This design comes from an exercise in tuning for small area and a short achievable clock period on the open sky130 flow, not from production work.
Only simulation tests tie the RTL to the original design; equivalence was not proved.
Power is estimated from default activity; no workload was simulated.

==> design/flow/design.v <==
module clock_divider #(parameter DIV = 2)(in_clk, sys_rst, rst, out_clk, rise);
	input in_clk;
    input sys_rst;
    input rst;
	output reg out_clk;
    output rise;
	reg [31:0] counter;
    assign rise = ~sys_rst & ~out_clk & (counter == (DIV/2) - 1);
	always @ (posedge in_clk) begin
        if (sys_rst) begin
            out_clk <= 0;
            counter <= 0;
        end
        else begin
        if(rst) begin
            out_clk <= 0;
            counter <= 0; 
        end
		if (counter == (DIV/2) - 1) begin
			out_clk <= ~out_clk;
			counter <= 0;
		end
		else begin
			counter <= counter + 1;
        end
        end
	end
endmodule
module note #(parameter H_MIDDLE = 320, WIDTH = 40, HEIGHT0 = 100, HEIGHT1 = 100)(clk, sys_rst, gameclk, in_reset, o_xlow, o_xhigh, o_ylow, o_yhigh);
   input clk, sys_rst;
   input gameclk, in_reset;
   output [9:0] o_xlow, o_xhigh, o_ylow;
   output reg [9:0] o_yhigh;
   wire [8:0] height;
   reg heightState;
   localparam SCREEN = 479;
   assign o_xlow = H_MIDDLE - WIDTH;
   assign o_xhigh = H_MIDDLE + WIDTH;
   assign o_ylow = o_yhigh - height;
   assign height = heightState ? HEIGHT0 : HEIGHT1;
   always @(posedge clk) begin
        if(sys_rst) begin
            o_yhigh <= 0;
            heightState <= 0;
        end
        else if(!gameclk) begin
        end
        else if(in_reset) begin
            o_yhigh <= 0;
            heightState <= 0;
        end
        else if(o_yhigh > SCREEN + height) begin
            o_yhigh <= 0;
            heightState <= ~heightState;
        end
        else begin
          o_yhigh <= o_yhigh + 1;
        end
    end
endmodule
module display (clk, sys_rst, switchClk, rst, score, segval, whichseg);
    input clk, sys_rst;
    input switchClk;
    input rst;
    input [13:0] score;
    output reg [6:0] segval;
    output reg [3:0] whichseg;
    reg [1:0] cntr;
    wire [6:0] digitval [3:0];
    assign digitval[0] = score % 10;
    assign digitval[1] = (score / 10) % 10;
    assign digitval[2] = (score / 100) % 10;
    assign digitval[3] = (score / 1000) % 10;
    always @ (*) begin
        case(cntr)
            0: begin whichseg = 4'b0111; end
            1: begin whichseg = 4'b1011; end
            2: begin whichseg = 4'b1101; end
            3: begin whichseg = 4'b1110; end
            default:  begin whichseg = 4'b0111; end
        endcase
    end
    always @ (*) begin
        case(digitval[cntr])
            0: segval = 7'b0000001;  
            1: segval = 7'b1001111;  
            2: segval = 7'b0010010;  
            3: segval = 7'b0000110;  
            4: segval = 7'b1001100;  
            5: segval = 7'b0100100;  
            6: segval = 7'b0100000;  
            7: segval = 7'b0001111;  
            8: segval = 7'b0000000;  
            9: segval = 7'b0000100;  
            default: segval = 7'b0000001;  
        endcase
    end
    always @(posedge clk) begin
        if (sys_rst) begin
            cntr <= 0;
        end
        else if (!switchClk) begin
        end
        else if (rst) begin
            cntr <= 0;
        end
        else begin
            cntr <= cntr + 1;
        end
    end
endmodule
module vga_controller(clk, sys_rst, VGAclk, reset, hsync, vsync, o_x, o_y);
    input clk, sys_rst;
    input VGAclk, reset;
    output hsync, vsync;
    output wire [9:0] o_x, o_y;
    reg [9:0] hcount, vcount;
    localparam HMAX = 799;
    localparam HACTIVE_START = 0;
    localparam HACTIVE_END = 639;
    localparam HSYNC_START = HACTIVE_END + 16;
    localparam HSYNC_END = HSYNC_START + 96;
    localparam VMAX = 524;
    localparam VACTIVE_START = 0;
    localparam VACTIVE_END = 479;
    localparam VSYNC_START = VACTIVE_END + 10;
    localparam VSYNC_END = VSYNC_START + 2;
    assign o_x = hcount <= HMAX ? hcount : HMAX;
    assign o_y = vcount <= VMAX ? vcount : VMAX;
    assign hsync = o_x < HSYNC_START || o_x > HSYNC_END;
    assign vsync = o_y < VSYNC_START || o_y > VSYNC_END;
    always @ (posedge clk) begin
        if (sys_rst) begin
            vcount <= 0;
            hcount <= 0;
        end
        else if (VGAclk) begin
        if(reset) begin
            vcount <= 0;
            hcount <= 0;
        end
        if (hcount == HMAX && vcount != VMAX) begin
            vcount <= vcount + 1;
            hcount <= 0;
        end
        else if (hcount == HMAX && vcount == VMAX) begin
            vcount <= 0;
            hcount <= 0;
        end
        else begin
            hcount <= hcount + 1;
        end
        end
    end
endmodule
module guitar_hero(clk, rst, btnRst, sw, hsync, vsync, buzzer, r, g, b, o_segval, o_whichseg);
    input clk, rst, btnRst;
    input [4:0] sw;
    output hsync, vsync;
    output reg [2:0] r, g;
    output reg [1:0] b;
    output [3:0] o_whichseg;
    output [6:0] o_segval;
    output reg buzzer;
    wire reset, VGAclk, gameclk, switchClk;
    wire a3, b3, c4, d4, e4;
    wire [9:0] x, y;
    wire [9:0] note1_xl, note1_xh, note1_yl, note1_yh;
    wire [9:0] note2_xl, note2_xh, note2_yl, note2_yh;
    wire [9:0] note3_xl, note3_xh, note3_yl, note3_yh;
    wire [9:0] note4_xl, note4_xh, note4_yl, note4_yh;
    wire [9:0] note5_xl, note5_xh, note5_yl, note5_yh;
    wire [13:0] total_score;
    reg [13:0] note1_score, note2_score, note3_score, note4_score, note5_score;
    reg [3:0] rstHist;
    assign reset = ~rstHist[3] & ~rstHist[2] & rstHist[1] & rstHist[0];
    assign total_score = note1_score + note2_score + note3_score + note4_score + note5_score;
    always @(posedge clk) begin
        if (rst)
            rstHist <= 4'b0000;
        else if (gameclk)
            rstHist <= {rstHist[2], rstHist[1], rstHist[0], btnRst};
    end
    localparam GAME_DIV = 200;
    clock_divider #(4) clock_vga(.in_clk(clk), .sys_rst(rst), .rst(reset), .out_clk(), .rise(VGAclk));
    clock_divider #(GAME_DIV) clock_game (.in_clk(clk), .sys_rst(rst), .rst(reset), .out_clk(), .rise(gameclk));
    clock_divider #(5000) clock_disp (.in_clk(clk), .sys_rst(rst), .rst(reset), .out_clk(), .rise(switchClk)); 
    vga_controller vga (.clk(clk), .sys_rst(rst), .VGAclk(VGAclk), .reset(reset), .hsync(hsync), .vsync(vsync), .o_x(x), .o_y(y));
    display disp(.clk(clk), .sys_rst(rst), .switchClk(switchClk), .rst(reset), .score(total_score), .segval(o_segval), .whichseg(o_whichseg));
    note #(114, 40, 73, 133) note1 (.clk(clk), .sys_rst(rst), .gameclk(gameclk), .in_reset(reset), .o_xlow(note1_xl), .o_xhigh(note1_xh), .o_ylow(note1_yl), .o_yhigh(note1_yh));
    note #(216, 40, 123, 67) note2 (.clk(clk), .sys_rst(rst), .gameclk(gameclk), .in_reset(reset), .o_xlow(note2_xl), .o_xhigh(note2_xh), .o_ylow(note2_yl), .o_yhigh(note2_yh));
    note #(318, 40, 53, 180) note3 (.clk(clk), .sys_rst(rst), .gameclk(gameclk), .in_reset(reset), .o_xlow(note3_xl), .o_xhigh(note3_xh), .o_ylow(note3_yl), .o_yhigh(note3_yh));
    note #(420, 40, 152, 43) note4 (.clk(clk), .sys_rst(rst), .gameclk(gameclk), .in_reset(reset), .o_xlow(note4_xl), .o_xhigh(note4_xh), .o_ylow(note4_yl), .o_yhigh(note4_yh));
    note #(522, 40, 85, 115) note5 (.clk(clk), .sys_rst(rst), .gameclk(gameclk), .in_reset(reset), .o_xlow(note5_xl), .o_xhigh(note5_xh), .o_ylow(note5_yl), .o_yhigh(note5_yh));
    clock_divider #(100000000 / 220) play_a3 (.in_clk(clk), .sys_rst(rst), .rst(reset), .out_clk(a3), .rise());
    clock_divider #(100000000 / 247) play_b3 (.in_clk(clk), .sys_rst(rst), .rst(reset), .out_clk(b3), .rise());
    clock_divider #(100000000 / 262) play_c4 (.in_clk(clk), .sys_rst(rst), .rst(reset), .out_clk(c4), .rise());
    clock_divider #(100000000 / 294) play_d4 (.in_clk(clk), .sys_rst(rst), .rst(reset), .out_clk(d4), .rise());
    clock_divider #(100000000 / 330) play_e4 (.in_clk(clk), .sys_rst(rst), .rst(reset), .out_clk(e4), .rise());
    localparam THICKNESS = 1;
    localparam VERTICAL_END = 431;
    localparam LINEV_1 = 63;
    localparam LINEV_2 = 165;
    localparam LINEV_3 = 267;
    localparam LINEV_4 = 369;
    localparam LINEV_5 = 471;
    localparam LINEV_6 = 573;
    localparam BOTTOM_LINE = 361;
    always @ (*) begin 
        if(x >= LINEV_1 - THICKNESS && x <= LINEV_1 + THICKNESS && y <= VERTICAL_END) begin
            r = 3'b011;
            g = 3'b011;
            b = 2'b01;
        end
        else if(x >= LINEV_2 - THICKNESS && x <= LINEV_2 + THICKNESS && y <= VERTICAL_END) begin
            r = 3'b011;
            g = 3'b011;
            b = 2'b01;
        end
        else if(x >= LINEV_3 - THICKNESS && x <= LINEV_3 + THICKNESS && y <= VERTICAL_END) begin
            r = 3'b011;
            g = 3'b011;
            b = 2'b01;
        end
        else if(x >= LINEV_4 - THICKNESS && x <= LINEV_4 + THICKNESS && y <= VERTICAL_END) begin
            r = 3'b011;
            g = 3'b011;
            b = 2'b01;
        end
        else if(x >= LINEV_5 - THICKNESS && x <= LINEV_5 + THICKNESS && y <= VERTICAL_END) begin
            r = 3'b011;
            g = 3'b011;
            b = 2'b01;
        end
        else if(x >= LINEV_6 - THICKNESS && x <= LINEV_6 + THICKNESS && y <= VERTICAL_END) begin
            r = 3'b011;
            g = 3'b011;
            b = 2'b01;
        end
        else if(x >= LINEV_1 && x <= LINEV_6 && y >= VERTICAL_END - THICKNESS && y <= VERTICAL_END + THICKNESS) begin
            r = 3'b011;
            g = 3'b011;
            b = 2'b01;
        end
        else if(y >= BOTTOM_LINE - THICKNESS && y <= BOTTOM_LINE + THICKNESS) begin
            r = 3'b111;
            g = 3'b111;
            b = 2'b11;
        end
        else if (y > VERTICAL_END + THICKNESS) begin
            r = 3'b000;
            g = 3'b000;
            b = 2'b00;
        end
        else if(x >= note1_xl && x <= note1_xh && y >= note1_yl && y <= note1_yh) begin
            r = 3'b111;
            g = 3'b000;
            b = 2'b00;
        end
        else if(x >= note2_xl && x <= note2_xh && y >= note2_yl && y <= note2_yh) begin
            r = 3'b000;
            g = 3'b000;
            b = 2'b11;
        end
        else if(x >= note3_xl && x <= note3_xh && y >= note3_yl && y <= note3_yh) begin
            r = 3'b000;
            g = 3'b111;
            b = 2'b00;
        end
        else if(x >= note4_xl && x <= note4_xh && y >= note4_yl && y <= note4_yh) begin
            r = 3'b111;
            g = 3'b111;
            b = 2'b00;
        end
        else if(x >= note5_xl && x <= note5_xh && y >= note5_yl && y <= note5_yh) begin
            r = 3'b111;
            g = 3'b000;
            b = 2'b11;
        end
        else begin
            r = 3'b000;
            g = 3'b000;
            b = 2'b00;
        end    
    end
   always @ (posedge clk) begin
    if(rst) begin
        note1_score <= 0;
        note2_score <= 0;
        note3_score <= 0;
        note4_score <= 0;
        note5_score <= 0;
    end
    else if(!gameclk) begin
    end
    else if(reset) begin
        note1_score <= 0;
        note2_score <= 0;
        note3_score <= 0;
        note4_score <= 0;
        note5_score <= 0;
    end
    else begin
        if (sw[4] && note1_yl <= BOTTOM_LINE - THICKNESS && note1_yh >= BOTTOM_LINE + THICKNESS) begin
            note1_score <= note1_score + 1;
        end
        else if (sw[4] && !(note1_yl <= BOTTOM_LINE - THICKNESS && note1_yh >= BOTTOM_LINE + THICKNESS) && note1_score > 0) begin
            note1_score <= note1_score - 1;
        end
        if (sw[3] && note2_yl <= BOTTOM_LINE - THICKNESS && note2_yh >= BOTTOM_LINE + THICKNESS) begin
            note2_score <= note2_score + 1;
        end
        else if (sw[3] && !(note2_yl <= BOTTOM_LINE - THICKNESS && note2_yh >= BOTTOM_LINE + THICKNESS) && note2_score > 0) begin
            note2_score <= note2_score - 1;
        end
        if (sw[2] && note3_yl <= BOTTOM_LINE - THICKNESS && note3_yh >= BOTTOM_LINE + THICKNESS) begin
            note3_score <= note3_score + 1;
        end
        else if (sw[2] && !(note3_yl <= BOTTOM_LINE - THICKNESS && note3_yh >= BOTTOM_LINE + THICKNESS) && note3_score > 0) begin
            note3_score <= note3_score - 1;
        end
        if (sw[1] && note4_yl <= BOTTOM_LINE - THICKNESS && note4_yh >= BOTTOM_LINE + THICKNESS) begin
            note4_score <= note4_score + 1;
        end
        else if (sw[1] && !(note4_yl <= BOTTOM_LINE - THICKNESS && note4_yh >= BOTTOM_LINE + THICKNESS) && note4_score > 0) begin
            note4_score <= note4_score - 1;
        end
        if (sw[0] && note5_yl <= BOTTOM_LINE - THICKNESS && note5_yh >= BOTTOM_LINE + THICKNESS) begin
            note5_score <= note5_score + 1;
        end
        else if (sw[0] && !(note5_yl <= BOTTOM_LINE - THICKNESS && note5_yh >= BOTTOM_LINE + THICKNESS) && note5_score > 0) begin
            note5_score <= note5_score - 1;
        end
    end
   end
   always @ (*) begin
        casex(sw) 
            5'b00000: buzzer = 1'b01;
            5'b1xxxx: buzzer = a3;
            5'b01xxx: buzzer = b3;
            5'b001xx: buzzer = c4;
            5'b0001x: buzzer = d4;
            5'b00001: buzzer = e4;
            default : buzzer = 1'b0;
        endcase
   end
endmodule
==> design/flow/run.sh <==
#!/bin/bash
# synth_recipe.tcl (not shown) runs the flow's synth.tcl, then flattens the netlist and writes it again
# the make line also repeats each setting of config.mk as NAME=value (left out here)
make -C /OpenROAD-flow-scripts/flow DESIGN_CONFIG=/design/flow/config.mk WORK_HOME=/design/flow/orfs CLKGATE_MAP_FILE= SYNTH_SCRIPT=/design/flow/synth_recipe.tcl finish
==> design/flow/config.mk <==
export PLATFORM = sky130hd
export DESIGN_NAME = guitar_hero
export DESIGN_NICKNAME = guitar_hero
export VERILOG_FILES = /design/flow/design.v
export SDC_FILE = /design/flow/constraint.sdc
export NUM_CORES = 4
export LEC_CHECK = 0
export ABC_CLOCK_PERIOD_IN_PS = 50000
export CAP_MARGIN = 20
export CORE_MARGIN = 2
export CORE_UTILIZATION = 40
export SLEW_MARGIN = 20
==> design/flow/constraint.sdc <==
create_clock -name core_clock -period 90.0 [get_ports {clk}]
set_input_delay 18.0000 -clock core_clock [delete_from_list [all_inputs] [get_ports {clk}]]
set_output_delay 18.0000 -clock core_clock [all_outputs]
set_load 0.01 [all_outputs]
==> results.toml <==
[floorplanning]
die_area_sq_um = 126000
io-pin-count = 30
coreArea_sq_um = 122000
chipHeight_um = 355
start_util_pct = 40.4
rows = 128
die_w_um = 355

[clock_tree]
h-tree-depth = 2
postCtsHoldBufs = 0
clockRootBuffer = "clkbuf_16"
clock_path_buffers = 3
clock_sinks = 415
cts_buffers = 51
clk_pin_slew_ns = 0.06
clock_latency_ns = 0.61
cts_tree = "built"

[finish]
drive_gt1_share_pct = 6.49
final_cell_mix = "nor2_1 (881), nand2_1 (538), a21oi_1 (475)"
diodes = 0
layout.cells.non_filler = 8378
finalNetCount = 7230
mostFrequentLayoutCell = "nor2_1"
area_growth_pct = 9.13

[power]
sequentialPowerShare_pct = 43.7
power_frac_clock_pct = 53.7
switching_share_pct = 22.0
power_switching_w = 0.0000938
ir_drop_mv = 0.0139
p_int_w = 0.000332
power_density_nw_per_um2 = 7.89
power.total_w = 0.000426
pwr-share-comb_pct = 2.6
p_leak_nw = 23.3

[critical_path]
crit_path_start_kind = "flop"
critPathBufInv = 16
critPathKind = "reg2out"
critPathMostFrequentCell = "ha_1"
critical_path.max_fanout = 21
r2r_end = "note4_score[13]"
r2r-start = "note4.heightState"
worstPathArrival_ns = 67.19
critPathSlowestCell = "clkdlybuf4s50_1"
critical_path_required_ns = 72.00
rrSetupSlack_ns = 83.44
cp_top_family = "simple AND/OR/NAND/NOR gates"
cpPeakStageDelay_ns = 0.55
critPathCaptureType = "output port"
r2r_cells = 28

[synth]
async_reset_ff_share_pct = 0
yosysSeqAreaShare_pct = 16.8
yosysUniqueCellTypes = 136
synth-edff-count = 0
synthCells = 6730
syn_area_sq_um = 49400
syn_area_per_cell_sq_um = 7.34
ys.warnings.count = 16
synth_top_flop_cell = "dfxtp_1"
yosys_register_bits = 415

[global_routing]
grt_pass1_vias = 45200
grt_use_met2_pct = 36.0
track_usage_pct = 21.3
gr-usage-met1_pct = 28.9
antenna_found_initial = 0
grt_overflow = 0
busiest_layer = "met2"
grt_pass1_wl_mm = 230
met3_usage_pct = 2.09
grt_start_max_net_pins = 74

[timing]
slew_headroom_pct = 30.6
hold_violations = 0
setup_viol = 0
tightest_slew_ns = 1.01
fin_crit_sh_pct = 94.7
fmax_mhz = 11.7
final_max_slew_viol_count = 0
min_period_ns = 85.19
clock-skew-final_ns = 0.0379

[status]
status = "no timing/DRC/antenna violations"

[place]
hpwl_mm = 108
place_congestion = 0.945
dp.cells = 8250
numPortBuffers = 29

[hold_path]
hp-class = "reg2reg"
min_to = "play_a3.counter[0]"
worstHoldStart = "play_a3.counter[0]"
whs_path_depth = 1

[routing]
drt_iter0_drc = 3845
drt_first_pass_iters = 6
drc = 0
finalWirelength_mm = 141
drt-vias-per-instance = 5.81
wire_per_inst_um = 16.9
drtAntennaViolNets = 0
vias = 48700

[job]
cap_violations = 0
## routing by layer
metal | wire, um | vias up
li1 | - | 24400
met1 | 66400 | 22800
met2 | 64900 | 1284
met3 | 6530 | 225
met4 | 3450 | 0
met5 | 0 | -
## worst max path at each step
stage,cells past startpoint,end,start
final,295,o_segval[1],disp.cntr[0]
after global routing,297,o_segval[1],disp.cntr[0]
after CTS,298,o_segval[1],disp.cntr[0]
after detailed placement,291,o_segval[1],disp.cntr[1]
after global placement,291,o_segval[1],disp.cntr[1]
after floorplan,318,o_segval[1],disp.cntr[0]
## registers in the layout, summed over array words and instances, names as in the netlist, 14 cells and up
signal / cells
clock_disp.counter: 32
clock_game.counter: 32
clock_vga.counter: 32
play_a3.counter: 32
play_b3.counter: 32
play_c4.counter: 32
play_d4.counter: 32
play_e4.counter: 32
note1_score: 14
note2_score: 14
note3_score: 14
note4_score: 14
note5_score: 14
## stage by stage
step / hold WS [ns] / area [sq um] / utilization (%) / TNS, ns / worst slack, ns
2_1_floorplan: 0.417 / 49500 / - / 0 / 7.83
3_3_place_gp: 0.429 / 51300 / 42.0 / -2.48 / -0.570
3_5_place_dp: 0.442 / 51300 / 42.0 / -19.37 / -2.97
4_1_cts: 0.450 / 53300 / 43.6 / 0 / 0.137
5_1_grt: 0.472 / 53900 / 44.1 / -0.362 / -0.199
6_report: 0.446 / 53900 / 44.1 / 0 / 4.81
## power by group through the flow
| stage | combinational, W | sequential, W | clock [W] |
|---|---|---|---|
| after floorplan | 0.00000837 | 0.000190 | 0 |
| final | 0.0000111 | 0.000186 | 0.000228 |
| after global routing | 0.0000126 | 0.000186 | 0.000242 |
| after detailed placement | 0.0000111 | 0.000190 | 0 |
| after global placement | 0.0000111 | 0.000190 | 0 |
| after CTS | 0.0000112 | 0.000186 | 0.000235 |
## cells in the mapped netlist (29+ instances only)
cell type  number  area [sq um]
a31oi_1        89           557
and3_1        122           763
fa_1           45           901
o31ai_1        37           278
nand3_1       257          1290
nand4_1       132           826
and4_1         37           324
a211o_1        29           254
nor2b_1       112           701
xnor2_1       321          2810
nand2b_1      115           719
mux2i_1        80           801
nor3_1        172           861
or3_1          95           594
a211oi_1       76           571
o211ai_1       38           285
mux2_2         32           360
ha_1          466          5830
nor2_1        896          3360
o21ai_0       327          1640
xor2_1        262          2290
dfxtp_1       415          8310
or2_2          43           269
a21oi_1       478          2390
and2_1         76           475
nand2_1       545          2050
inv_1         326          1220
a21o_1        131           983
o21ai_1        39           195
o21bai_1       58           435
o21a_1         77           578
clkbuf_1      153           574
nor4_1         86           538
## cell families after synthesis
| logic type | synth area share [%] |
|---|---|
| XOR/XNOR | 10.5 |
| AO/OA/AOI/OAI | 23.4 |
| other | 0.00759 |
| multiplexers | 2.54 |
| adder cells (fa/ha/maj) | 13.7 |
| flip-flops | 16.8 |
| buffers and inverters | 4.21 |
| AND/OR/NAND/NOR | 28.9 |
## cell type report
cell class | count | area [sq um]
repair buffers | 101 | 845
multi-input cells | 5813 | 39600
clock buffers | 65 | 1380
inverters | 329 | 1240
well taps | 1625 | 2030
fillers | 12400 | 68300
clock inverters | 30 | 499
flip-flops and latches | 415 | 8310
## timing repair
action                                  4_1_cts  5_1_grt
cloned                                        0        3
gates resized for setup                      20       84
endpoints found under the setup margin        7        7
buffers inserted                              8       22
pin swaps                                     4        8

-- port drivers added, routing unchanged --
In the flow no input, the clock included, has a driving cell. The finished layout below was timed again as built, in two steps.
Step 1: set_driving_cell puts a clkbuf_16 on clk and a buf_2 on each other input, an assumption about the parent block.
Step 2, shift: input delay + t, output delay - t, t = (earliest + latest rising clock arrival at the registers) / 2. This alone moves slack from input paths to output paths.
Slacks: ideal / step 1 / step 2; pairs: ideal / step 1.
t (ns): 0.662
slack for setup (ns): 4.810 / 4.740 / 5.402
worst setup path after step 2: register to output
latest minus earliest clock arrival (ns): 0.040 / 0.040
worst data-port slew with drivers (ns): 0.05
After both steps setup and hold are still met in this run. The setup slack of this run moves by -0.070 ns with the drivers and by +0.592 ns with both steps.
